This design comes from an exercise in tuning for small area, a short achievable clock period and few clock cycles per item on the open sky130 flow, not from production work.
At most, simulation tests tie the RTL to the original design; equivalence was not proved.

== rev 12 ==
// boothsalgo
module boothsalgo(clock, reset, signal_in, mcand, mplier, product, done_signal, addOP, subOP);
Size in the first run: ~2,100 cells after synthesis, about 130 flip-flops.
export LEC_CHECK = 0
export ABC_AREA = 1
export CAP_MARGIN = 20
export CORE_MARGIN = 2
export CORE_UTILIZATION = 40
export SETUP_SLACK_MARGIN = 2.0
export SLEW_MARGIN = 20
create_clock -name core_clock -period 6.5 [get_ports {clock}]
run.sh (not shown) runs the stock make flow with config.mk's settings and CLKGATE_MAP_FILE= SYNTH_SCRIPT=/design/flow/synth_recipe.tcl, a recipe that flattens the netlist after the stock synthesis.
Testbench counts of rev 12, summed over its fixed seeds: cycles 8,914, mults 3,200.
Inputs modified between rev 12 and rev 13:
--- a/flow/design.v
+++ b/flow/design.v
@@ -20,56 +20,76 @@
     wire mplier_fit1 = (~|mplier[31:7]) | (&mplier[31:7]);
     wire mplier_fit2 = (~|mplier[31:15]) | (&mplier[31:15]);
     wire mplier_fit3 = (~|mplier[31:23]) | (&mplier[31:23]);
     wire [1:0] n_mplier = mplier_fit1 ? 2'd0 : (mplier_fit2 ? 2'd1 : (mplier_fit3 ? 2'd2 : (3)));
     wire swap = n_mcand < n_mplier;
     wire [8:0] ys = {swap ? mcand[7:0] : mplier[7:0], 1'b0};
     wire [8:0] yn = L[15:7];
     wire [33:0] xe = {{2{X[31]}}, X};
     wire [33:0] x2 = {X[31], X, 1'b0};
     reg one0, two0, neg0;
+    reg one0_n, two0_n, neg0_n;    
     wire ones0 = ys[0] ^ ys[1];
     wire twos0 = (ys[2] & ~ys[1] & ~ys[0]) | (~ys[2] & ys[1] & ys[0]);
     wire onen0 = yn[0] ^ yn[1];
     wire twon0 = (yn[2] & ~yn[1] & ~yn[0]) | (~yn[2] & yn[1] & yn[0]);
-    wire [33:0] pp0 = (({34{one0}} & xe) | ({34{two0}} & x2)) ^ {34{neg0}};
+    wire [33:0] pp0 = {(({17{~one0_n}} & xe[33:17]) | ({17{~two0_n}} & x2[33:17])) ^ {17{~neg0_n}},
+                         (({17{one0}} & xe[16:0]) | ({17{two0}} & x2[16:0])) ^ {17{neg0}}};
     reg one1, two1, neg1;
+    reg one1_n, two1_n, neg1_n;    
     wire ones1 = ys[2] ^ ys[3];
     wire twos1 = (ys[4] & ~ys[3] & ~ys[2]) | (~ys[4] & ys[3] & ys[2]);
     wire onen1 = yn[2] ^ yn[3];
     wire twon1 = (yn[4] & ~yn[3] & ~yn[2]) | (~yn[4] & yn[3] & yn[2]);
-    wire [33:0] pp1 = (({34{one1}} & xe) | ({34{two1}} & x2)) ^ {34{neg1}};
+    wire [33:0] pp1 = {(({17{~one1_n}} & xe[33:17]) | ({17{~two1_n}} & x2[33:17])) ^ {17{~neg1_n}},
+                         (({17{one1}} & xe[16:0]) | ({17{two1}} & x2[16:0])) ^ {17{neg1}}};
     reg one2, two2, neg2;
+    reg one2_n, two2_n, neg2_n;    
     wire ones2 = ys[4] ^ ys[5];
     wire twos2 = (ys[6] & ~ys[5] & ~ys[4]) | (~ys[6] & ys[5] & ys[4]);
     wire onen2 = yn[4] ^ yn[5];
     wire twon2 = (yn[6] & ~yn[5] & ~yn[4]) | (~yn[6] & yn[5] & yn[4]);
-    wire [33:0] pp2 = (({34{one2}} & xe) | ({34{two2}} & x2)) ^ {34{neg2}};
+    wire [33:0] pp2 = {(({17{~one2_n}} & xe[33:17]) | ({17{~two2_n}} & x2[33:17])) ^ {17{~neg2_n}},
+                         (({17{one2}} & xe[16:0]) | ({17{two2}} & x2[16:0])) ^ {17{neg2}}};
     reg one3, two3, neg3;
+    reg one3_n, two3_n, neg3_n;    
     wire ones3 = ys[6] ^ ys[7];
     wire twos3 = (ys[8] & ~ys[7] & ~ys[6]) | (~ys[8] & ys[7] & ys[6]);
     wire onen3 = yn[6] ^ yn[7];
     wire twon3 = (yn[8] & ~yn[7] & ~yn[6]) | (~yn[8] & yn[7] & yn[6]);
-    wire [33:0] pp3 = (({34{one3}} & xe) | ({34{two3}} & x2)) ^ {34{neg3}};
+    wire [33:0] pp3 = {(({17{~one3_n}} & xe[33:17]) | ({17{~two3_n}} & x2[33:17])) ^ {17{~neg3_n}},
+                         (({17{one3}} & xe[16:0]) | ({17{two3}} & x2[16:0])) ^ {17{neg3}}};
     always @(posedge clock) begin
         one0 <= signal_in ? ones0 : onen0;
         two0 <= signal_in ? twos0 : twon0;
         neg0 <= signal_in ? ys[2] : yn[2];
+        one0_n <= ~(signal_in ? ones0 : onen0);
+        two0_n <= ~(signal_in ? twos0 : twon0);
+        neg0_n <= ~(signal_in ? ys[2] : yn[2]);
         one1 <= signal_in ? ones1 : onen1;
         two1 <= signal_in ? twos1 : twon1;
         neg1 <= signal_in ? ys[4] : yn[4];
+        one1_n <= ~(signal_in ? ones1 : onen1);
+        two1_n <= ~(signal_in ? twos1 : twon1);
+        neg1_n <= ~(signal_in ? ys[4] : yn[4]);
         one2 <= signal_in ? ones2 : onen2;
         two2 <= signal_in ? twos2 : twon2;
         neg2 <= signal_in ? ys[6] : yn[6];
+        one2_n <= ~(signal_in ? ones2 : onen2);
+        two2_n <= ~(signal_in ? twos2 : twon2);
+        neg2_n <= ~(signal_in ? ys[6] : yn[6]);
         one3 <= signal_in ? ones3 : onen3;
         two3 <= signal_in ? twos3 : twon3;
         neg3 <= signal_in ? ys[8] : yn[8];
+        one3_n <= ~(signal_in ? ones3 : onen3);
+        two3_n <= ~(signal_in ? twos3 : twon3);
+        neg3_n <= ~(signal_in ? ys[8] : yn[8]);
     end
     wire cs1;
     wire cs2;
     wire cs3;
     wire cs4;
     wire cs5;
     wire cs6;
     wire cs7;
     wire cs8;
     wire cs9;
==> comparison <==
For rev 13, the type of the worst setup path was flop to primary output, unlike rev 12, where it was flop to flop.
Rev 13 against rev 12; count of multi-input combinational gates is down slightly.
Between rev 13 and rev 12, count of clock-net buffers in the final layout is higher for rev 13, rev 12 comes in under that.
Changes observed in rev 13 relative to rev 12: post-placement setup slack grew by 0.62 ns.
Rev 13 against rev 12: arithmetic-cell share of the synthesized area counting full adders, half adders and majority gates fell 0.34 points; largest net degree at the start of global routing increased by about 50% relative to the old numbers.
The ratio of final minimum period to clock period number comes out higher for rev 12 vs rev 13.
| clock network contribution to total cell area | rev 13 vs rev 12 | 0.44 points higher |
Diff rev 12 -> rev 13: worst hold slack across all endpoints down 0.0047 ns, cell area after technology mapping up 1.9%, fmax up about 2%, worst path setup slack after routing up 0.096 ns, length in cells of the worst reg-to-reg path up 2.
The RTL of rev 13 was laid out without a check of its function.

==> port drivers added, routing unchanged <==
No port has a modelled driver above. Below, the same layouts with a new extraction and two added sets of constraints. Step 1: set_driving_cell puts a clkbuf_16 on clock and a buf_2 on each other input, an assumption about the parent block. Step 2 times the ports against the registers' clock, not the clock port: input delays grow and output delays shrink by t, the midpoint of the rising clock arrivals with the driver on. Three values: ideal, step 1, step 2; two values: the first two.
run	t (ns)	setup WS [ns]	hold slack, ns	worst register clock-pin slew, ns	cell pins on the clock port's net
rev 12	0.500	1.903 / 1.903 / 1.648	0.543 / 0.543 / 0.543	0.08 / 0.08	1
rev 13	0.497	1.998 / 1.945 / 1.812	0.538 / 0.538 / 0.538	0.07 / 0.07	1
After both steps setup and hold are still met in every run listed. For rev 12, which loses most, drivers alone change the setup slack by 0.000 ns; drivers and shift together by -0.255 ns.
